What follows belongs to an exercise in optimizing a design on an open flow for small area; a production flow would make more cautious choices.
The RTL was checked by simulation tests, not by an equivalence proof against the original design.
Power is estimated from default activity; no workload was simulated.

$ cat design/flow/design.v
module BCDtoSSeg (input [4:0] BCD, output [6:0] SSeg);
wire [4:0] j = BCD;
assign SSeg[6] = (~j[2] & j[3]) | (j[0] & j[4]);
assign SSeg[5] = (j[2] & ~j[4]);
assign SSeg[4] = (~j[1] & j[2]);
assign SSeg[3] = (j[1] & ~j[2]) | (~j[2] & j[3]) | (j[0] & j[4]);
assign SSeg[2] = (~j[0] & ~j[4]) | (j[1] & ~j[2]) | (j[1] & j[3]) | (~j[2] & j[3]);
assign SSeg[1] = (j[1] & ~j[2]) | (~j[0] & j[3]);
assign SSeg[0] = (j[1] & ~j[2]) | (~j[2] & j[4]);
endmodule
module Temporizador7seg (
    input clk,
    input reset,
    input fast_button,
    output [1:0] an,
    output [6:0] sseg,
    output reg bandera
);
    reg [4:0] BCD;
    reg [5:0] counter_seg;    
    reg fast_q;               
    reg freq;
    reg [5:0] segundero;      
    wire wrap = fast_q ? (counter_seg > 6'd10) : (counter_seg[5] & counter_seg[3] & counter_seg[0]);
    wire freq_rise = wrap & ~freq;
    wire seg59 = ~segundero[0] & ~segundero[1] & ~segundero[3] & segundero[4] & ~segundero[5];
    wire seg60 = ~segundero[0] & ~segundero[1] & ~segundero[2] & ~segundero[4] & segundero[5];
    always @(posedge clk) begin
        if (reset | wrap) counter_seg <= 6'd0;
        else counter_seg <= counter_seg + 6'd1;
        if (!wrap) fast_q <= fast_button;
        if (reset) freq <= 1'b0;
        else freq <= freq ^ wrap;
    end
    always @(posedge clk) begin
        if (reset) begin
            segundero <= 6'd0;
            BCD <= 5'd0;
            bandera <= 1'b0;
        end else if (freq_rise) begin
            if (seg60) begin
                segundero <= 6'd0;
                BCD <= {BCD[3:0], ~BCD[4]};
            end else begin
                segundero <= {segundero[4:0], ~(segundero[5] ^ segundero[4])};
                bandera <= seg59 & BCD[4] & ~BCD[3];
            end
        end
    end
    assign an = 2'b10;
    BCDtoSSeg visualizador (.BCD(BCD), .SSeg(sseg));
endmodule
module UltrasonicSensor(
    input clk,
    input rst,
    output trigger,
    input echo,
    output reg object_detected
);
    reg [2:0] trig_lfsr;
    assign trigger = trig_lfsr[2] & ~trig_lfsr[1] & ~trig_lfsr[0];
    always @(posedge clk) begin
        if (rst) trig_lfsr <= 3'd0;
        else trig_lfsr <= {trig_lfsr[1:0], ~(trig_lfsr[2] ^ trig_lfsr[0])};
    end
    reg echo_q;
    reg [9:0] L;
    reg over;
    wire s588 = L[0] & ~L[1] & ~L[2] & ~L[4] & ~L[5] & ~L[6] & L[7] & L[9];
    always @(posedge clk) begin
        echo_q <= echo & ~rst;
        if (!echo_q) begin
            L <= 10'd0;
            over <= 1'b0;
        end else begin
            L <= {L[8:0], ~(L[9] ^ L[2])};
            over <= over | s588;
        end
        if (rst) object_detected <= 1'b1;
        else if (echo_q & ~echo) object_detected <= ~over;
    end
endmodule
module control_fsm (
    input wire clk,
    input wire rst,
    input wire boton_jugar,
    input wire boton_alimentar,
    input wire sensor_luz,      
    input wire boton_curar,
    input wire boton_caricia,
    input wire fast_button,
    output reg [2:0] sac,
    output reg [2:0] div,
    output reg [1:0] des_h,
    output reg des_l,
    output reg [2:0] sal,
    output reg [2:0] fel,
    output reg [2:0] state,
    output wire [1:0] an,
    output wire [6:0] sseg
);
localparam ESTADO_IDEAL     = 3'b000;
localparam ESTADO_NEUTRO    = 3'b001;
localparam ESTADO_DIVERSION = 3'b010;
localparam ESTADO_ALIMENTAR = 3'b011;
localparam ESTADO_DESCANSO  = 3'b100;
localparam ESTADO_SALUD     = 3'b101;
localparam ESTADO_FELIZ     = 3'b110;
localparam ESTADO_MUERTO    = 3'b111;
reg [8:0] timer;
wire bandera;
reg bandera_prev;
Temporizador7seg temporizador_inst (
    .clk(clk),
    .reset(rst),
    .fast_button(fast_button),
    .an(an),
    .sseg(sseg),
    .bandera(bandera)
);
function [2:0] lvl_inc(input [2:0] n);
    lvl_inc = {n[2] | (n[1] & n[0]), ~n[2] & (n[1] ^ n[0]), ~n[2] & ~n[0]};
endfunction
function [2:0] lvl_dec(input [2:0] n);
    lvl_dec = {1'b0, n[2] | (n[1] & n[0]), n[2] | (n[1] & ~n[0])};
endfunction
wire t400 = ~timer[0] & ~timer[1] & ~timer[2] & timer[3] & timer[4] & ~timer[6] & timer[7];
wire t240 = timer[0] & ~timer[1] & timer[3] & timer[4] & timer[6] & timer[8];
wire t120 = timer[0] & timer[1] & timer[2] & timer[4] & timer[6] & timer[8];
wire accion = (state != ESTADO_IDEAL) & (state != ESTADO_NEUTRO) & (state != ESTADO_MUERTO);
wire bump = ~t240 & (t120 | bandera);
always @(posedge clk) begin
    if (rst) begin
        timer <= 9'd0;
    end else if ((state == ESTADO_IDEAL & ~t400) | (accion & ~t240 & ~bandera)) begin
        timer <= {timer[7:0], ~(timer[8] ^ timer[3])};
    end else begin
        timer <= 9'd0;
    end
end
always @(posedge clk) begin
    if (rst) begin
        sac <= 3'd4; div <= 3'd4; sal <= 3'd4; fel <= 3'd4;
        des_h <= 2'd3; des_l <= 1'b1;
        state <= ESTADO_IDEAL;
        bandera_prev <= 1'b0;
    end else begin
        case (state)
            ESTADO_IDEAL: begin
                if (t400) state <= ESTADO_NEUTRO;
            end
            ESTADO_NEUTRO: begin
                if (bandera) begin
                    if (!bandera_prev) begin
                        bandera_prev <= 1'b1;
                        sac <= lvl_dec(sac);
                        div <= lvl_dec(div);
                        sal <= lvl_dec(sal);
                        fel <= lvl_dec(fel);
                        if (des_h != 2'd0) des_h <= {des_h[1] & des_h[0], ~des_h[0]};
                        else des_l <= 1'b0;
                    end
                end else if (sac == 3'd0 || sal == 3'd0) begin
                    state <= ESTADO_MUERTO;
                end else begin
                    bandera_prev <= 1'b0;
                    if (boton_jugar) state <= ESTADO_DIVERSION;
                    else if (boton_alimentar) state <= ESTADO_ALIMENTAR;
                    else if (sensor_luz) state <= ESTADO_DESCANSO;
                    else if (boton_curar) state <= ESTADO_SALUD;
                    else if (boton_caricia) state <= ESTADO_FELIZ;
                end
            end
            ESTADO_MUERTO: begin
                sac <= 3'd0; div <= 3'd0; sal <= 3'd0; fel <= 3'd0;
                des_h <= 2'd0; des_l <= 1'b0;
            end
            default: begin   
                if (t240 | bandera) state <= ESTADO_NEUTRO;
                if (bump) begin
                    case (state)
                        ESTADO_DIVERSION: begin
                            div <= lvl_inc(div);
                            fel <= lvl_inc(fel);
                            if (des_h != 2'd0) des_h <= {des_h[1] & des_h[0], ~des_h[0]};
                            else if (des_l) des_h <= 2'd3;
                        end
                        ESTADO_ALIMENTAR: sac <= lvl_inc(sac);
                        ESTADO_DESCANSO: begin
                            if (~des_h[1] | (~des_h[0] & ~des_l)) des_h <= {des_h[1] ^ des_h[0], ~des_h[0]};
                            else begin des_h <= 2'd3; des_l <= 1'b1; end
                        end
                        ESTADO_SALUD: sal <= lvl_inc(sal);
                        default: fel <= lvl_inc(fel);
                    endcase
                end
            end
        endcase
    end
end
endmodule
module visualizacion_personalizada (
    input clk,
    input rst,
    input [2:0] estado,
    input [2:0] sac,
    input [2:0] div,
    input [1:0] des_h,
    input des_l,
    input [2:0] sal,
    input [2:0] fel,
    input luz,
    input cercania,
    input fast,
    output rs,
    output enable,
    output reg [7:0] data
);
reg [2:0] div_cnt;
assign enable = div_cnt[2];
wire tick = ~div_cnt[2] & div_cnt[1] & div_cnt[0];
always @(posedge clk) begin
    if (rst) div_cnt <= 3'd0;
    else div_cnt <= div_cnt + 3'd1;
end
reg [1:0] ph;
reg t;
reg [6:0] x;
reg [2:0] s;    
wire c39 = x[5] & x[2] & x[1] & x[0];
always @(posedge clk) begin
    if (rst) begin
        ph <= 2'd0;
        x[2:0] <= 3'd0;
    end else if (tick) begin
        case (ph)
            2'd0: begin
                if (x[2]) begin ph <= 2'd1; x <= 7'd0; t <= 1'b0; end
                else x[2:0] <= x[2:0] + 3'd1;
            end
            2'd1: begin
                if (!t) t <= 1'b1;
                else if (x[5:0] == 6'd62) ph <= 2'd3;
                else begin x <= x + 7'd1; t <= (x[2:0] != 3'd7); end
            end
            2'd3: begin ph <= 2'd2; x <= 7'd0; t <= 1'b0; end
            default: begin
                if (!t) t <= 1'b1;
                else if (c39) begin
                    if (x[6]) ph <= 2'd0;
                    else begin x <= 7'd64; t <= 1'b0; end
                end else begin x <= x + 7'd1; t <= 1'b0; end
            end
        endcase
    end
end
wire [4:0] face;
caras_rom rom (.st(s), .i(x[5:0]), .o(face));
reg flag;
always @(*) begin
    case (x)
        7'h0E, 7'h0F: flag = luz;
        7'h22, 7'h23: flag = cercania;
        7'h4E, 7'h4F: flag = fast;
        7'h04: flag = (sac == 3'd4);
        7'h44: flag = (sac >= 3'd3);
        7'h18: flag = (sac >= 3'd2);
        7'h58: flag = (sac != 3'd0);
        7'h06: flag = (div == 3'd4);
        7'h46: flag = (div >= 3'd3);
        7'h1A: flag = (div >= 3'd2);
        7'h5A: flag = (div != 3'd0);
        7'h08: flag = (des_h == 2'd3) & des_l;
        7'h48: flag = (des_h == 2'd3) | ((des_h == 2'd2) & des_l);
        7'h1C: flag = des_h[1] | ((des_h == 2'd1) & des_l);
        7'h5C: flag = (des_h != 2'd0) | des_l;
        7'h0A: flag = (sal == 3'd4);
        7'h4A: flag = (sal >= 3'd3);
        7'h1E: flag = (sal >= 3'd2);
        7'h5E: flag = (sal != 3'd0);
        7'h0C: flag = (fel == 3'd4);
        7'h4C: flag = (fel >= 3'd3);
        7'h20: flag = (fel >= 3'd2);
        7'h60: flag = (fel != 3'd0);
        default: flag = 1'b0;
    endcase
end
always @(posedge clk) begin
    if (tick & ~(ph == 2'd1 & t & x[5:0] == 6'd62)) begin
        s[2:1] <= estado[2:1];
        s[0] <= (ph == 2'd2 & ~t) ? flag : estado[0];
    end
end
reg [7:0] chr;
always @(*) begin
    case (x)
        7'h00, 7'h11: chr = 8'h00;
        7'h01, 7'h12: chr = 8'h01;
        7'h02, 7'h13: chr = 8'h02;
        7'h40, 7'h51: chr = 8'h03;
        7'h41, 7'h52: chr = 8'h04;
        7'h42, 7'h53: chr = 8'h05;
        7'h14, 7'h25: chr = 8'h06;
        7'h15, 7'h26: chr = 8'h07;
        7'h16, 7'h27: chr = 8'h06;
        7'h0E, 7'h0F: chr = s[0] ? 8'h2A : 8'hA0;
        7'h22, 7'h23: chr = s[0] ? 8'hFC : 8'hA0;
        7'h4E, 7'h4F: chr = s[0] ? 8'h3E : 8'hA0;
        default: chr = s[0] ? 8'hFF : 8'hA0;
    endcase
end
assign rs = t & (ph != 2'd0);
always @(*) begin
    case (ph)
        2'd0: case (x[2:0])
                  3'd1: data = 8'h38;
                  3'd2: data = 8'h0C;
                  3'd3: data = 8'h01;
                  default: data = 8'h00;
              endcase
        2'd2: data = t ? chr : {1'b1, x};
        default: data = t ? {3'b000, face} : {2'b01, x[5:0]};
    endcase
end
endmodule
module caras_rom (input [2:0] st, input [5:0] i, output [4:0] o);
  wire x0, x1, x2, x3, x4, x5, x6, x7, x8;
  wire z0, z1, z2, z3, z4;
  assign x0 = st[2];
  assign x1 = st[1];
  assign x2 = st[0];
  assign x3 = i[5];
  assign x4 = i[4];
  assign x5 = i[3];
  assign x6 = i[2];
  assign x7 = i[1];
  assign x8 = i[0];
wire new_n15, new_n16, new_n17, new_n18, new_n19, new_n20, new_n21,
    new_n22, new_n23, new_n24, new_n25, new_n26, new_n27, new_n28, new_n29,
    new_n30, new_n31, new_n32, new_n33, new_n34, new_n35, new_n36, new_n37,
    new_n38, new_n39, new_n40, new_n41, new_n42, new_n43, new_n44, new_n45,
    new_n46, new_n47, new_n48, new_n49, new_n50, new_n51, new_n52, new_n53,
    new_n54, new_n55, new_n56, new_n57, new_n58, new_n59, new_n60, new_n61,
    new_n62, new_n63, new_n64, new_n65, new_n66, new_n67, new_n68, new_n69,
    new_n70, new_n71, new_n72, new_n73, new_n74, new_n75, new_n76, new_n77,
    new_n78, new_n79, new_n80, new_n81, new_n82, new_n83, new_n84, new_n85,
    new_n86, new_n87, new_n88, new_n89, new_n90, new_n92, new_n93, new_n94,
    new_n95, new_n96, new_n97, new_n98, new_n99, new_n100, new_n101,
    new_n102, new_n103, new_n104, new_n105, new_n106, new_n107, new_n108,
    new_n109, new_n110, new_n111, new_n112, new_n113, new_n114, new_n115,
    new_n116, new_n117, new_n118, new_n119, new_n120, new_n121, new_n122,
    new_n123, new_n124, new_n125, new_n126, new_n127, new_n128, new_n129,
    new_n130, new_n131, new_n132, new_n133, new_n134, new_n135, new_n136,
    new_n137, new_n138, new_n139, new_n140, new_n141, new_n142, new_n143,
    new_n144, new_n145, new_n146, new_n147, new_n148, new_n149, new_n150,
    new_n151, new_n152, new_n153, new_n154, new_n155, new_n156, new_n157,
    new_n158, new_n159, new_n160, new_n161, new_n162, new_n163, new_n164,
    new_n165, new_n166, new_n167, new_n168, new_n169, new_n170, new_n171,
    new_n172, new_n173, new_n174, new_n175, new_n176, new_n177, new_n178,
    new_n179, new_n180, new_n181, new_n183, new_n184, new_n185, new_n186,
    new_n187, new_n188, new_n189, new_n190, new_n191, new_n192, new_n193,
    new_n194, new_n195, new_n196, new_n197, new_n198, new_n199, new_n200,
    new_n201, new_n202, new_n203, new_n204, new_n205, new_n206, new_n207,
    new_n208, new_n209, new_n210, new_n211, new_n212, new_n213, new_n214,
    new_n215, new_n216, new_n217, new_n218, new_n219, new_n220, new_n221,
    new_n222, new_n223, new_n224, new_n225, new_n226, new_n227, new_n228,
    new_n229, new_n230, new_n231, new_n232, new_n233, new_n234, new_n236,
    new_n237, new_n238, new_n239, new_n240, new_n241, new_n242, new_n243,
    new_n244, new_n245, new_n246, new_n247, new_n248, new_n249, new_n251,
    new_n252, new_n253, new_n254, new_n255, new_n256;
  assign new_n15 = ~x4 & ~x5;
  assign new_n16 = x3 & new_n15;
  assign new_n17 = x6 & ~x7;
  assign new_n18 = ~x7 & ~x8;
  assign new_n19 = ~x6 & ~new_n18;
  assign new_n20 = ~new_n17 & ~new_n19;
  assign new_n21 = x1 & ~x5;
  assign new_n22 = ~new_n20 & ~new_n21;
  assign new_n23 = x7 & ~x8;
  assign new_n24 = ~x5 & x6;
  assign new_n25 = new_n23 & new_n24;
  assign new_n26 = ~x7 & x8;
  assign new_n27 = x1 & ~new_n26;
  assign new_n28 = x0 & ~new_n27;
  assign new_n29 = ~new_n25 & ~new_n28;
  assign new_n30 = ~new_n22 & new_n29;
  assign new_n31 = x1 & x6;
  assign new_n32 = x8 & new_n31;
  assign new_n33 = x2 & ~new_n32;
  assign new_n34 = ~new_n30 & new_n33;
  assign new_n35 = new_n16 & new_n34;
  assign new_n36 = x3 & x4;
  assign new_n37 = ~new_n35 & ~new_n36;
  assign new_n38 = ~x0 & ~x1;
  assign new_n39 = ~x2 & new_n38;
  assign new_n40 = ~x8 & new_n39;
  assign new_n41 = x2 & ~new_n38;
  assign new_n42 = ~new_n39 & ~new_n41;
  assign new_n43 = x0 & x1;
  assign new_n44 = new_n18 & ~new_n43;
  assign new_n45 = x6 & ~new_n44;
  assign new_n46 = new_n42 & new_n45;
  assign new_n47 = ~new_n40 & ~new_n46;
  assign new_n48 = ~new_n37 & ~new_n47;
  assign new_n49 = ~x3 & ~x4;
  assign new_n50 = x5 & new_n49;
  assign new_n51 = ~x3 & ~x5;
  assign new_n52 = x4 & new_n51;
  assign new_n53 = ~new_n50 & ~new_n52;
  assign new_n54 = x6 & new_n18;
  assign new_n55 = ~x6 & x7;
  assign new_n56 = x0 & new_n55;
  assign new_n57 = ~new_n54 & ~new_n56;
  assign new_n58 = x1 & ~x2;
  assign new_n59 = ~new_n57 & new_n58;
  assign new_n60 = x7 & x8;
  assign new_n61 = ~x6 & new_n60;
  assign new_n62 = new_n42 & new_n61;
  assign new_n63 = ~x0 & x1;
  assign new_n64 = x2 & new_n63;
  assign new_n65 = ~x6 & new_n64;
  assign new_n66 = new_n23 & new_n65;
  assign new_n67 = ~new_n62 & ~new_n66;
  assign new_n68 = ~new_n59 & new_n67;
  assign new_n69 = ~new_n53 & ~new_n68;
  assign new_n70 = ~x0 & x5;
  assign new_n71 = ~x1 & x2;
  assign new_n72 = ~new_n70 & new_n71;
  assign new_n73 = ~x5 & ~x8;
  assign new_n74 = x6 & ~new_n73;
  assign new_n75 = ~x0 & ~x2;
  assign new_n76 = x1 & new_n75;
  assign new_n77 = ~new_n74 & new_n76;
  assign new_n78 = ~new_n72 & ~new_n77;
  assign new_n79 = ~new_n20 & ~new_n78;
  assign new_n80 = x6 & new_n64;
  assign new_n81 = new_n23 & new_n80;
  assign new_n82 = ~new_n79 & ~new_n81;
  assign new_n83 = x3 & ~new_n82;
  assign new_n84 = new_n51 & new_n60;
  assign new_n85 = ~x6 & ~new_n84;
  assign new_n86 = new_n42 & new_n51;
  assign new_n87 = new_n85 & new_n86;
  assign new_n88 = ~new_n83 & ~new_n87;
  assign new_n89 = ~x4 & ~new_n88;
  assign new_n90 = ~new_n69 & ~new_n89;
  assign z0 = ~new_n48 & new_n90;
  assign new_n92 = ~x5 & new_n66;
  assign new_n93 = ~x6 & ~x7;
  assign new_n94 = x0 & x2;
  assign new_n95 = ~x1 & x5;
  assign new_n96 = new_n94 & new_n95;
  assign new_n97 = ~new_n93 & new_n96;
  assign new_n98 = ~x1 & x7;
  assign new_n99 = ~new_n94 & new_n98;
  assign new_n100 = new_n61 & new_n99;
  assign new_n101 = ~new_n97 & ~new_n100;
  assign new_n102 = ~new_n92 & new_n101;
  assign new_n103 = ~x4 & ~new_n102;
  assign new_n104 = ~x7 & new_n24;
  assign new_n105 = ~x4 & new_n26;
  assign new_n106 = ~new_n104 & ~new_n105;
  assign new_n107 = new_n39 & ~new_n106;
  assign new_n108 = ~x3 & ~new_n107;
  assign new_n109 = ~new_n103 & new_n108;
  assign new_n110 = ~x4 & new_n109;
  assign new_n111 = ~x7 & new_n15;
  assign new_n112 = new_n40 & ~new_n111;
  assign new_n113 = ~new_n83 & ~new_n112;
  assign new_n114 = ~new_n36 & ~new_n113;
  assign new_n115 = new_n60 & new_n70;
  assign new_n116 = ~new_n18 & ~new_n115;
  assign new_n117 = new_n114 & new_n116;
  assign new_n118 = ~new_n38 & ~new_n43;
  assign new_n119 = ~new_n36 & ~new_n49;
  assign new_n120 = ~new_n118 & ~new_n119;
  assign new_n121 = ~new_n36 & ~new_n43;
  assign new_n122 = x2 & x5;
  assign new_n123 = ~new_n121 & new_n122;
  assign new_n124 = ~new_n120 & new_n123;
  assign new_n125 = x8 & ~new_n15;
  assign new_n126 = new_n39 & new_n125;
  assign new_n127 = ~new_n124 & ~new_n126;
  assign new_n128 = ~new_n30 & ~new_n127;
  assign new_n129 = ~x6 & ~new_n128;
  assign new_n130 = ~new_n117 & new_n129;
  assign new_n131 = new_n75 & new_n130;
  assign new_n132 = x5 & new_n94;
  assign new_n133 = ~new_n131 & ~new_n132;
  assign new_n134 = new_n18 & ~new_n36;
  assign new_n135 = x1 & ~new_n134;
  assign new_n136 = ~new_n133 & ~new_n135;
  assign new_n137 = ~new_n60 & ~new_n98;
  assign new_n138 = ~new_n127 & new_n137;
  assign new_n139 = x6 & ~new_n138;
  assign new_n140 = new_n40 & new_n139;
  assign new_n141 = new_n75 & new_n137;
  assign new_n142 = ~new_n94 & ~new_n141;
  assign new_n143 = ~new_n18 & ~new_n142;
  assign new_n144 = ~new_n139 & new_n143;
  assign new_n145 = ~new_n140 & ~new_n144;
  assign new_n146 = x5 & ~new_n145;
  assign new_n147 = new_n130 & ~new_n146;
  assign new_n148 = ~new_n36 & new_n93;
  assign new_n149 = ~new_n147 & new_n148;
  assign new_n150 = ~new_n136 & ~new_n149;
  assign new_n151 = ~new_n110 & ~new_n150;
  assign new_n152 = new_n42 & new_n93;
  assign new_n153 = new_n39 & new_n55;
  assign new_n154 = ~new_n80 & ~new_n153;
  assign new_n155 = ~new_n152 & new_n154;
  assign new_n156 = ~x5 & ~new_n155;
  assign new_n157 = ~new_n151 & ~new_n156;
  assign new_n158 = new_n49 & ~new_n157;
  assign new_n159 = ~x5 & ~new_n23;
  assign new_n160 = ~x3 & ~new_n159;
  assign new_n161 = new_n36 & new_n60;
  assign new_n162 = ~new_n160 & ~new_n161;
  assign new_n163 = ~x4 & ~new_n60;
  assign new_n164 = new_n64 & ~new_n163;
  assign new_n165 = ~new_n162 & new_n164;
  assign new_n166 = x0 & ~x2;
  assign new_n167 = new_n16 & new_n166;
  assign new_n168 = ~new_n165 & ~new_n167;
  assign new_n169 = new_n18 & ~new_n168;
  assign new_n170 = ~new_n43 & ~new_n60;
  assign new_n171 = ~new_n18 & new_n36;
  assign new_n172 = ~new_n41 & new_n171;
  assign new_n173 = ~new_n170 & new_n172;
  assign new_n174 = new_n139 & ~new_n173;
  assign new_n175 = ~new_n169 & new_n174;
  assign new_n176 = ~new_n114 & new_n175;
  assign new_n177 = ~x1 & new_n69;
  assign new_n178 = ~new_n165 & ~new_n177;
  assign new_n179 = new_n130 & new_n178;
  assign new_n180 = ~new_n176 & ~new_n179;
  assign new_n181 = ~new_n35 & ~new_n180;
  assign z1 = ~new_n158 & new_n181;
  assign new_n183 = x7 & new_n43;
  assign new_n184 = ~new_n44 & ~new_n183;
  assign new_n185 = new_n48 & ~new_n184;
  assign new_n186 = ~x7 & ~new_n50;
  assign new_n187 = x7 & new_n50;
  assign new_n188 = ~new_n186 & ~new_n187;
  assign new_n189 = new_n140 & new_n188;
  assign new_n190 = x5 & new_n23;
  assign new_n191 = ~new_n104 & ~new_n190;
  assign new_n192 = new_n36 & ~new_n191;
  assign new_n193 = x5 & new_n26;
  assign new_n194 = new_n119 & new_n193;
  assign new_n195 = new_n49 & new_n54;
  assign new_n196 = ~new_n19 & ~new_n195;
  assign new_n197 = ~new_n194 & new_n196;
  assign new_n198 = ~new_n192 & new_n197;
  assign new_n199 = x5 & x7;
  assign new_n200 = new_n36 & ~new_n199;
  assign new_n201 = ~new_n50 & ~new_n200;
  assign new_n202 = new_n85 & new_n201;
  assign new_n203 = new_n64 & ~new_n202;
  assign new_n204 = ~new_n198 & new_n203;
  assign new_n205 = new_n87 & new_n198;
  assign new_n206 = ~new_n35 & ~new_n205;
  assign new_n207 = ~new_n204 & new_n206;
  assign new_n208 = ~new_n189 & new_n207;
  assign new_n209 = ~new_n185 & new_n208;
  assign new_n210 = ~x5 & new_n118;
  assign new_n211 = ~new_n20 & ~new_n210;
  assign new_n212 = ~new_n146 & ~new_n156;
  assign new_n213 = x4 & ~new_n212;
  assign new_n214 = new_n109 & ~new_n213;
  assign new_n215 = ~new_n63 & new_n73;
  assign new_n216 = x5 & ~x6;
  assign new_n217 = ~x2 & ~new_n216;
  assign new_n218 = ~new_n215 & new_n217;
  assign new_n219 = x1 & new_n209;
  assign new_n220 = ~x1 & ~new_n209;
  assign new_n221 = new_n113 & ~new_n220;
  assign new_n222 = ~new_n219 & new_n221;
  assign new_n223 = ~new_n218 & ~new_n222;
  assign new_n224 = new_n167 & new_n223;
  assign new_n225 = x7 & new_n224;
  assign new_n226 = new_n180 & ~new_n223;
  assign new_n227 = x3 & ~new_n226;
  assign new_n228 = ~new_n225 & new_n227;
  assign new_n229 = ~new_n214 & ~new_n228;
  assign new_n230 = ~new_n211 & ~new_n229;
  assign new_n231 = new_n16 & ~new_n93;
  assign new_n232 = ~new_n224 & new_n231;
  assign new_n233 = ~new_n151 & ~new_n232;
  assign new_n234 = ~new_n230 & ~new_n233;
  assign z2 = new_n209 & ~new_n234;
  assign new_n236 = ~x5 & ~x6;
  assign new_n237 = new_n18 & new_n65;
  assign new_n238 = new_n23 & new_n39;
  assign new_n239 = x2 & x4;
  assign new_n240 = ~new_n238 & ~new_n239;
  assign new_n241 = ~new_n237 & new_n240;
  assign new_n242 = ~new_n236 & ~new_n241;
  assign new_n243 = ~new_n95 & ~new_n109;
  assign new_n244 = ~new_n165 & ~new_n243;
  assign new_n245 = new_n34 & ~new_n244;
  assign new_n246 = ~new_n242 & ~new_n245;
  assign new_n247 = x5 & ~new_n82;
  assign new_n248 = x4 & ~new_n247;
  assign new_n249 = ~new_n246 & ~new_n248;
  assign z3 = ~new_n229 & ~new_n249;
  assign new_n251 = ~x3 & ~new_n248;
  assign new_n252 = ~new_n87 & ~new_n251;
  assign new_n253 = ~x4 & new_n68;
  assign new_n254 = ~new_n252 & ~new_n253;
  assign new_n255 = new_n15 & new_n83;
  assign new_n256 = ~new_n48 & ~new_n255;
  assign z4 = ~new_n254 & new_n256;
  assign o[4] = z0;
  assign o[3] = z1;
  assign o[2] = z2;
  assign o[1] = z3;
  assign o[0] = z4;
endmodule
module TamaguchiUpdateNewPro(
    input boton_jugar,
    input boton_alimentar,
    input sensor_luz,
    input boton_curar,
    input echo,
    input rst_neg,
    input clk,
    input boton_acelerar,
    output trigger,
    output [6:0] segment,
    output [1:0] anodos,
    output rs,
    output rw,
    output enable,
    output [7:0] data,
    output prb
);
wire rst = ~rst_neg;
assign prb = boton_acelerar;
assign rw = 1'b0;
wire object_detected;
wire [2:0] state;
wire [2:0] sac, div, sal, fel;   
wire [1:0] des_h;                
wire des_l;
control_fsm modulo_principal(
    .clk(clk),
    .rst(rst),
    .boton_jugar(boton_jugar),
    .boton_alimentar(boton_alimentar),
    .boton_curar(boton_curar),
    .sensor_luz(sensor_luz),
    .boton_caricia(object_detected),
    .fast_button(boton_acelerar),
    .sac(sac), .div(div), .des_h(des_h), .des_l(des_l), .sal(sal), .fel(fel),
    .state(state),
    .an(anodos),
    .sseg(segment)
);
UltrasonicSensor dhaissdnas(
    .clk(clk),
    .rst(rst),
    .trigger(trigger),
    .echo(echo),
    .object_detected(object_detected)
);
visualizacion_personalizada diahdias(
    .clk(clk),
    .rst(rst),
    .estado(state),
    .sac(sac), .div(div), .des_h(des_h), .des_l(des_l), .sal(sal), .fel(fel),
    .luz(~sensor_luz),
    .cercania(object_detected),
    .fast(boton_acelerar),
    .rs(rs),
    .enable(enable),
    .data(data)
);
endmodule
$ cat design/flow/flow/run.sh
#!/bin/bash
# Own flow: the standard layout, with three changes:
#  - synthesis maps the logic with an area-oriented ABC script (flow/area.abc)
#    instead of ORFS's abc script; everything before ABC (and so every register,
#    its name and cell) is the standard synthesis;
#  - port buffers are buf_1 (every input and output still gets one);
#  - CTS builds the clock tree from clkbuf_8 and adds no dummy loads.
set -euo pipefail
work=$PWD
export MY_ABC_SCRIPT=$work/flow/area.abc
export FLOW_WORK=$work
sed -e "s#SYNTH_SCRIPT=[^ ]*#SYNTH_SCRIPT=$work/flow/synth.tcl#" standard.sh > $work/synth_std.sh
sed -e "s#\"\${@:-finish}\"#'BUFFER_PORTS_ARGS=-buffer_cell sky130_fd_sc_hd__buf_1' 'CTS_ARGS=-sink_clustering_enable -repair_clock_nets -dont_use_dummy_load -sink_clustering_size 16 -sink_clustering_max_diameter 200 -buf_list sky130_fd_sc_hd__clkbuf_8' \"\${@:-finish}\"#" standard.sh > $work/layout_std.sh
bash $work/synth_std.sh synth > $work/synth.log 2>&1
bash $work/layout_std.sh > $work/layout.log 2>&1
$ cat design/flow/flow/area.abc
strash
dc2
&get -n
&deepsyn -T 300
&put
strash
&get -n
&dch -f
&nf -R 1000
&put
$ cat design/flow/flow/synth.tcl
# synth_recipe.tcl with one change: ABC runs flow/area.abc in place of the
# script ORFS passes it. The other ABC arguments (liberty, dont_use, constraints)
# are kept.
proc abc {args} {
  set i [lsearch $args -script]
  if {$i >= 0} { set args [lreplace $args [expr {$i+1}] [expr {$i+1}] $::env(MY_ABC_SCRIPT)] }
  yosys abc {*}$args
}
source $::env(FLOW_WORK)/synth_recipe.tcl
$ cat design/flow/standard.sh
#!/bin/bash
# synth_recipe.tcl (not shown) runs the flow's synth.tcl, then flattens the netlist and writes it again
# the make line also repeats each setting of config.mk as NAME=value (left out here)
make -C /OpenROAD-flow-scripts/flow DESIGN_CONFIG=/design/flow/config.mk WORK_HOME=/design/flow/orfs CLKGATE_MAP_FILE= SYNTH_SCRIPT=/design/flow/synth_recipe.tcl "${@:-finish}"
$ cat design/flow/config.mk
export PLATFORM = sky130hd
export DESIGN_NAME = TamaguchiUpdateNewPro
export DESIGN_NICKNAME = TamaguchiUpdateNewPro
export VERILOG_FILES = /design/flow/design.v
export SDC_FILE = /design/flow/constraint.sdc
export NUM_CORES = 4
export LEC_CHECK = 0
export CAP_MARGIN = 20
export CORE_MARGIN = 2
export CORE_UTILIZATION = 65
export PLACE_DENSITY = 0.75
export SLEW_MARGIN = 20
$ cat design/flow/constraint.sdc
create_clock -name core_clock -period 10.0 [get_ports {clk}]
set_input_delay 2.0000 -clock core_clock [delete_from_list [all_inputs] [get_ports {clk}]]
set_output_delay 2.0000 -clock core_clock [all_outputs]
set_load 0.01 [all_outputs]
==> flow_metrics.py, run 1 <==
metrics = {
    "status": {
        "status": "no timing/DRC/antenna violations",
    },
    "critical_path": {
        "crit_chain": "clkinv_1, ha_1, mux2i_1, o21ai_0, nand2_1, a31oi_1, nor3_1, o22ai_1, o21ai_0, xnor2_1, a21oi_1, nand2b_1, a32o_1, a21oi_1, o31ai_1, buf_1",
        "cp_data_required_time_ps": 8000,
        "max_stage_delay_ps": 740,
        "cp_max_fo": 17,
        "endpoint_kind": "primary output",
        "path_class": "flop to primary output",
        "crit_path_top_delay_cell": "dfxtp_1",
        "cp_data_arrival_time_ps": 4660,
        "start_kind": "flop",
    },
    "place": {
        "dp.cells": 779,
        "portBuffers": 26,
        "finalWeightedCongestion": 0.966,
        "hpwl_mm": 11.0,
    },
    "sta": {
        "slew_violations": 0,
        "tns_ps": 0,
        "finClkSkew_ps": 24.8,
        "tightestPinTransition_ps": 769,
        "final.period_utilization_pct": 66.6,
        "whs_ps": 443,
        "max_slew_margin_pct": 48.7,
        "grt_setup_unrepaired": "no",
        "max_freq_mhz": 150,
        "hold_violations": 0,
        "setup_violations": 0,
        "period_minus_slack_ps": 6660,
    },
    "synthesis": {
        "synth-warning-count": 4,
        "synth.area.top_cells": "dfxtp_1 28%, ha_1 11%, o21ai_0 6.1%",
        "synth_area_um2": 5120,
        "yosysTopAreaCell": "dfxtp_1",
        "synth_top_flop_cell": "dfxtp_1",
        "ys_seq_elements": 80,
        "synthCells": 651,
        "synth_edf_count": 9,
        "ys_seq_area_share_pct": 33.1,
        "ys_async_sr_fraction_pct": 0,
        "yosysTopAreaCellShare_pct": 27.8,
        "avgSynthCellArea_um2": 7.86,
        "synth_cell_types": 57,
        "synthTopCellsByCount": "75 x nor2_1, 72 x nand2_1, 71 x dfxtp_1",
        "yosysMostFrequentCell": "nor2_1",
    },
    "floorplan": {
        "chipHeight_um": 92.7,
        "io_pins": 30,
        "core_um2": 7690,
        "rows": 32,
        "die_w_um": 92.7,
        "start_util_pct": 66.6,
        "die_area_um2": 8600,
    },
    "cts": {
        "cts.clk_slew.worst_paths_ps": 70,
        "cts_resized": 0,
        "post_cts_buffers": 0,
        "cts_sinks": 80,
        "root_buffer": "clkbuf_8",
        "cts_buffer_depth": 2,
        "cts-htree-levels": 3,
        "numCtsBuffers": 9,
        "insertion_delay_ps": 350,
        "cts_tree": "yes",
        "ctsHoldBuffers": 0,
    },
    "pwr": {
        "cellPowerDensity_nw_per_um2": 101,
        "totalPowerFinal_uw": 553,
        "peakVddDrop_v": 0.0000999,
        "p_leak_uw": 0.00206,
    },
    "layout": {
        "stdcell_count": 788,
        "drive_above_1_share_pct": 1.75,
        "layout.nets": 739,
        "areaGrowthSynthToFinish_pct": 6.75,
        "nFillCells": 568,
        "postLayoutCoreUtil_pct": 71.0,
        "diodes": 0,
    },
    "route": {
        "drtIter0Drc": 568,
        "dr.pass1.iters": 6,
        "routedWlPerCell_um": 19.1,
        "ant_nets": 0,
        "vias": 5296,
        "wirelength_mm": 15.1,
        "drc": 0,
        "vias_per_cell": 6.72,
    },
    "global_route": {
        "track_usage_pct": 35.8,
        "overflow": 0,
        "grt_max_degree": 40,
        "grt_pass1_vias": 4976,
        "antenna_found_initial": 0,
        "grt_pass1_wl_mm": 24.5,
    },
    "hold_path": {
        "hold_path_class": "flop to flop",
    },
    "job": {
        "max_cap_viol_count": 0,
    },
}
-- registers in the layout (all words and copies together) (netlist names), 2 cells and up --
register                                        count
dhaissdnas.L                                       10
dhaissdnas.trig_lfsr                                3
diahdias.div_cnt                                    3
diahdias.ph                                         2
diahdias.s                                          3
diahdias.x                                          7
modulo_principal.des_h                              2
modulo_principal.div                                3
modulo_principal.fel                                3
modulo_principal.sac                                3
modulo_principal.sal                                3
modulo_principal.state                              3
modulo_principal.temporizador_inst.BCD              5
modulo_principal.temporizador_inst.counter_seg      6
modulo_principal.temporizador_inst.segundero        6
modulo_principal.timer                              9
-- critical path: cells and delay by family (launching register included) --
kind            cells  cell delay [ps]
xor+xnor            1              130
simple gates        3              660
buf+inv             2              630
compound gates      8             1510
flops               1              740
fa+ha+maj           1              420
mux                 1              240
-- cell type report --
| class | instances | area, um2 | area share, % |
|---|---|---|---|
| well taps | 102 | 128 | 2.34 |
| clock buffers | 9 | 124 | 2.27 |
| flip-flops and latches | 80 | 1690 | 31.0 |
| multi-input cells | 526 | 3240 | 59.3 |
| inverters | 42 | 158 | 2.89 |
| repair buffers | 29 | 120 | 2.20 |
-- where the power goes --
part           switching, uW  total (uW)  internal, uW
clock network            103         183          80.6
logic                   22.4        34.7          12.3
registers               6.37         335           329
-- layer usage --
layer | vias up | GRT usage, % | part of all wire, %
li1 | 2435 | - | -
met1 | 2460 | 45.3 | 41
met2 | 336 | 59.9 | 47
met3 | 65 | 5.29 | 7.7
met4 | 0 | 17.6 | 4.4
met5 | - | 0 | 0
-- kinds of logic (layout without fill, tap and decap cells) --
| group | Yosys count | after routing | share of synthesized area [%] |
|---|---|---|---|
| AOI/OAI and AO/OA | 209 | 209 | 26.0 |
| adders and majority gates | 43 | 43 | 10.5 |
| muxes | 8 | 8 | 1.59 |
| xor gates and xnor gates | 9 | 9 | 1.54 |
| DFF | 80 | 80 | 33.1 |
| and+or+nand+nor | 254 | 254 | 23.5 |
| other | 2 | 3 | 0.147 |
| buffers and inverters | 46 | 80 | 3.67 |
-- cell usage in the layout (no fill, tap or decap), types with 5 or more instances in the layout --
cell type and instances:
ha_1 43, nor3_1 16, edfxtp_1 9, a211oi_1 8, clkinv_1 42, o31ai_1 5
nor2_1 75, and2_0 27, mux2i_1 7, a22o_1 8, nand2b_1 8, o21ai_0 62
nand2_1 72, nand3_1 23, o22ai_1 7, dfxtp_1 71, nor2b_1 16, a21oi_1 51
buf_1 26, xnor2_1 7, a22oi_1 5, a31oi_1 17, clkbuf_8 9
-- final timing paths --
check             cells past startpoint                    start                      end  slack (ps)
setup / recovery                     16            diahdias.x[1]                  data[2]        3340
hold reg to reg                       2  dhaissdnas.trig_lfsr[2]  dhaissdnas.trig_lfsr[0]         440
setup reg to reg                     10            diahdias.x[0]           diahdias.ph[0]        6290
hold / removal                        2  dhaissdnas.trig_lfsr[2]  dhaissdnas.trig_lfsr[0]         440
-- stage by stage --
stage / cell area [um2] / setup slack [ps]
after global placement: 5340 / 3970
after floorplan: 5120 / 4730
after global routing: 5460 / 3040
after CTS: 5460 / 3470
after detailed placement: 5340 / 3840
final: 5460 / 3340
==> run 2, diff against run 1 <==
--- a/design/flow/flow/run.sh
+++ b/design/flow/flow/run.sh
@@ -11,5 +11,5 @@
 export FLOW_WORK=$work
 sed -e "s#SYNTH_SCRIPT=[^ ]*#SYNTH_SCRIPT=$work/flow/synth.tcl#" standard.sh > $work/synth_std.sh
-sed -e "s#\"\${@:-finish}\"#'BUFFER_PORTS_ARGS=-buffer_cell sky130_fd_sc_hd__buf_1' 'CTS_ARGS=-sink_clustering_enable -repair_clock_nets -dont_use_dummy_load -sink_clustering_size 16 -sink_clustering_max_diameter 200 -buf_list sky130_fd_sc_hd__clkbuf_8' \"\${@:-finish}\"#" standard.sh > $work/layout_std.sh
+sed -e "s#\"\${@:-finish}\"#'BUFFER_PORTS_ARGS=-buffer_cell sky130_fd_sc_hd__buf_1' 'CTS_ARGS=-sink_clustering_enable -repair_clock_nets -dont_use_dummy_load -sink_clustering_size 25 -sink_clustering_max_diameter 200 -buf_list sky130_fd_sc_hd__clkbuf_8' \"\${@:-finish}\"#" standard.sh > $work/layout_std.sh
 bash $work/synth_std.sh synth > $work/synth.log 2>&1
 bash $work/layout_std.sh > $work/layout.log 2>&1
==> flow_metrics.py, run 2 <==
metrics = {
    "status": {
        "status": "no timing/DRC/antenna violations",
    },
    "critical_path": {
        "cp_max_fo": 17,
        "max_stage_delay_ps": 740,
        "crit_path_top_delay_cell": "dfxtp_1",
        "cp_data_required_time_ps": 8000,
        "reg2reg_from": "diahdias.x[0]",
        "cp_data_arrival_time_ps": 4660,
        "cp-startpoint": "diahdias.x[1]",
        "start_kind": "flop",
        "worstReg2RegEnd": "diahdias.ph[0]",
        "reg2reg_slack_ps": 6290,
        "path_class": "flop to primary output",
        "ff2ff_path_depth": 10,
        "path_buf_inv": 2,
        "crit_family": "compound AO/OA/AOI/OAI gates",
        "crit_chain": "clkinv_1, ha_1, mux2i_1, o21ai_0, nand2_1, a31oi_1, nor3_1, o22ai_1, o21ai_0, xnor2_1, a21oi_1, nand2b_1, a32o_1, a21oi_1, o31ai_1, buf_1",
        "endpoint_kind": "primary output",
    },
    "route": {
        "drtIter0Drc": 568,
        "drc": 0,
        "vias": 5296,
        "wirelength_mm": 15.1,
        "dr.pass1.iters": 6,
        "vias_per_cell": 6.72,
        "routedWlPerCell_um": 19.1,
        "ant_nets": 0,
    },
    "layout": {
        "regArea_um2": 1690,
        "largest-register": "dhaissdnas.L",
        "drive_above_1_share_pct": 1.75,
        "top_regs": "dhaissdnas.L x10, modulo_principal.timer x9, diahdias.x x7",
        "largest_reg_flops": 10,
        "most-common-layout-cells": "75 x nor2_1, 72 x nand2_1, 71 x dfxtp_1, 62 x o21ai_0, 51 x a21oi_1",
        "areaGrowthSynthToFinish_pct": 6.75,
        "layout.nets": 739,
        "nFillCells": 568,
        "final_common_cell": "nor2_1",
        "stdcell_count": 788,
        "diodes": 0,
        "multi_input_area_um2": 3240,
    },
    "synthesis": {
        "synth_edf_count": 9,
        "synthTopCellsByCount": "75 x nor2_1, 72 x nand2_1, 71 x dfxtp_1",
        "ys_async_sr_fraction_pct": 0,
        "synth_top_flop_cell": "dfxtp_1",
        "synth-warning-count": 4,
        "synth_cell_types": 57,
        "ys_seq_area_share_pct": 33.1,
        "yosysTopAreaCellShare_pct": 27.8,
        "yosysMostFrequentCell": "nor2_1",
        "synth_area_um2": 5120,
        "yosysTopAreaCell": "dfxtp_1",
        "synth.area.top_cells": "dfxtp_1 28%, ha_1 11%, o21ai_0 6.1%",
        "ys_seq_elements": 80,
        "avgSynthCellArea_um2": 7.86,
        "synthCells": 651,
    },
    "floorplan": {
        "chipHeight_um": 92.7,
        "start_util_pct": 66.6,
        "core_um2": 7690,
        "die_area_um2": 8600,
        "rows": 32,
        "io_pins": 30,
        "die_w_um": 92.7,
    },
    "sta": {
        "max_slew_margin_pct": 48.7,
        "setup_violations": 0,
        "max_freq_mhz": 150,
        "whs_ps": 443,
        "finClkSkew_ps": 24.8,
        "final.period_utilization_pct": 66.6,
        "period_minus_slack_ps": 6660,
        "slew_violations": 0,
        "tns_ps": 0,
        "hold_violations": 0,
        "grt_setup_unrepaired": "no",
        "tightestPinTransition_ps": 769,
    },
    "pwr": {
        "power_frac_clock_pct": 33.1,
        "pwr-share-seq_pct": 60.6,
        "p_leak_uw": 0.00206,
        "swShare_pct": 23.7,
        "combPwrFrac_pct": 6.3,
        "cellPowerDensity_nw_per_um2": 101,
        "p_sw_uw": 131,
        "p_int_uw": 422,
        "totalPowerFinal_uw": 553,
        "peakVddDrop_v": 0.0000999,
    },
    "global_route": {
        "grt_pass1_wl_mm": 24.5,
        "track_usage_pct": 35.8,
        "grt_pass1_vias": 4976,
        "antenna_found_initial": 0,
        "grt_max_degree": 40,
        "overflow": 0,
    },
    "cts": {
        "root_buffer": "clkbuf_8",
        "cts.clk_slew.worst_paths_ps": 70,
        "insertion_delay_ps": 350,
        "numCtsBuffers": 9,
        "ctsHoldBuffers": 0,
        "cts-htree-levels": 3,
        "cts_buffer_depth": 2,
        "cts_sinks": 80,
        "cts_resized": 0,
        "cts_tree": "yes",
        "post_cts_buffers": 0,
    },
    "hold_path": {
        "min_from": "dhaissdnas.trig_lfsr[2]",
        "min_path_cells": 2,
        "hold_path_end": "dhaissdnas.trig_lfsr[0]",
        "hold_path_class": "flop to flop",
    },
    "place": {
        "portBuffers": 26,
        "dp.cells": 779,
        "hpwl_mm": 11.0,
        "finalWeightedCongestion": 0.966,
    },
    "job": {
        "max_cap_viol_count": 0,
    },
}
run 2: cell counts after synthesis:
Identical to the previous run, type by type.
run 2: logic make-up after synthesis:
family	Yosys count	synth area share, %
XOR/XNOR	9	1.54
buffers and inverters	46	3.67
multiplexers	8	1.59
AO/OA/AOI/OAI	209	26.0
adder cells (fa/ha/maj)	43	10.5
flip-flops	80	33.1
other	2	0.147
AND/OR/NAND/NOR	254	23.5
run 2: through the flow:
step                utilization (%)  setup slack [ps]  area (um2)
global route                   71.0              3040        5460
detailed placement             69.4              3840        5340
floorplan                         -              4730        5120
CTS                            71.0              3470        5460
finish                         71.0              3340        5460
global placement               69.4              3970        5340
run 2: cell type report:
class,instances,area share [%]
timing repair buffer,29,2.20
multi-input combinational,526,59.3
inverter,42,2.89
clock buffer,9,2.27
tap,102,2.34
sequential,80,31.0
run 2: per-layer routing:
metal | up-vias | track usage, % | part of all wire, %
met1 | 2460 | 45.3 | 41
met5 | - | 0 | 0
li1 | 2435 | - | -
met3 | 65 | 5.29 | 7.7
met2 | 336 | 59.9 | 47
met4 | 0 | 17.6 | 4.4
run 2: how the worst max path moves through the flow:
stage,to,slack [ps],cells past startpoint
finish,data[2],3340,16
floorplan,data[1],4730,14
detailed placement,data[2],3840,16
global route,data[2],3040,16
CTS,data[2],3470,16
global placement,data[1],3970,15
run 2: worst min-delay path, delay by kind of cell, from the launching register on:
| family | cells | cell delay (ps) |
|---|---|---|
| AO/OA/AOI/OAI | 1 | 50 |
| buffers and inverters | 1 | 40 |
| flip-flops | 1 | 310 |
run 2: power by group through the flow:
stage / Clock (uW) / Sequential, uW / Combinational, uW
after floorplan: 0 / 341 / 23.1
after global placement: 0 / 342 / 32.0
after detailed placement: 0 / 342 / 33.3
after CTS: 185 / 335 / 33.8
after global routing: 195 / 336 / 38.1
final: 183 / 335 / 34.7

==> what the ideal ports hide <==
The results above use ideal ports. As a check the final layouts listed here were re-extracted and re-timed, cells and wires unchanged.
Step 1 (the two cells are an assumption about what drives the block):
set clk [get_ports {clk}]
set_driving_cell -lib_cell sky130_fd_sc_hd__clkbuf_16 $clk
set_driving_cell -lib_cell sky130_fd_sc_hd__buf_2 [delete_from_list [all_inputs] $clk]
Step 2 moves the port delays by t, midway between the first and last clock arrival at a register: inputs arrive t later, outputs are due t later. That takes back most of the time a late clock gives input paths.
Three values: no drivers, after step 1, after step 2; two values: the first two.
| run | shift t [ns] | slack for setup (ns) | worst setup path at the end | worst register clock-pin slew, ns |
|---|---|---|---|---|
| run 1 | 0.371 | 3.341 / 3.303 / 3.675 | register to output | 0.09 / 0.09 |
| run 2 | 0.371 | 3.341 / 3.303 / 3.675 | register to output | 0.09 / 0.09 |
After both steps every run listed still meets setup and hold.
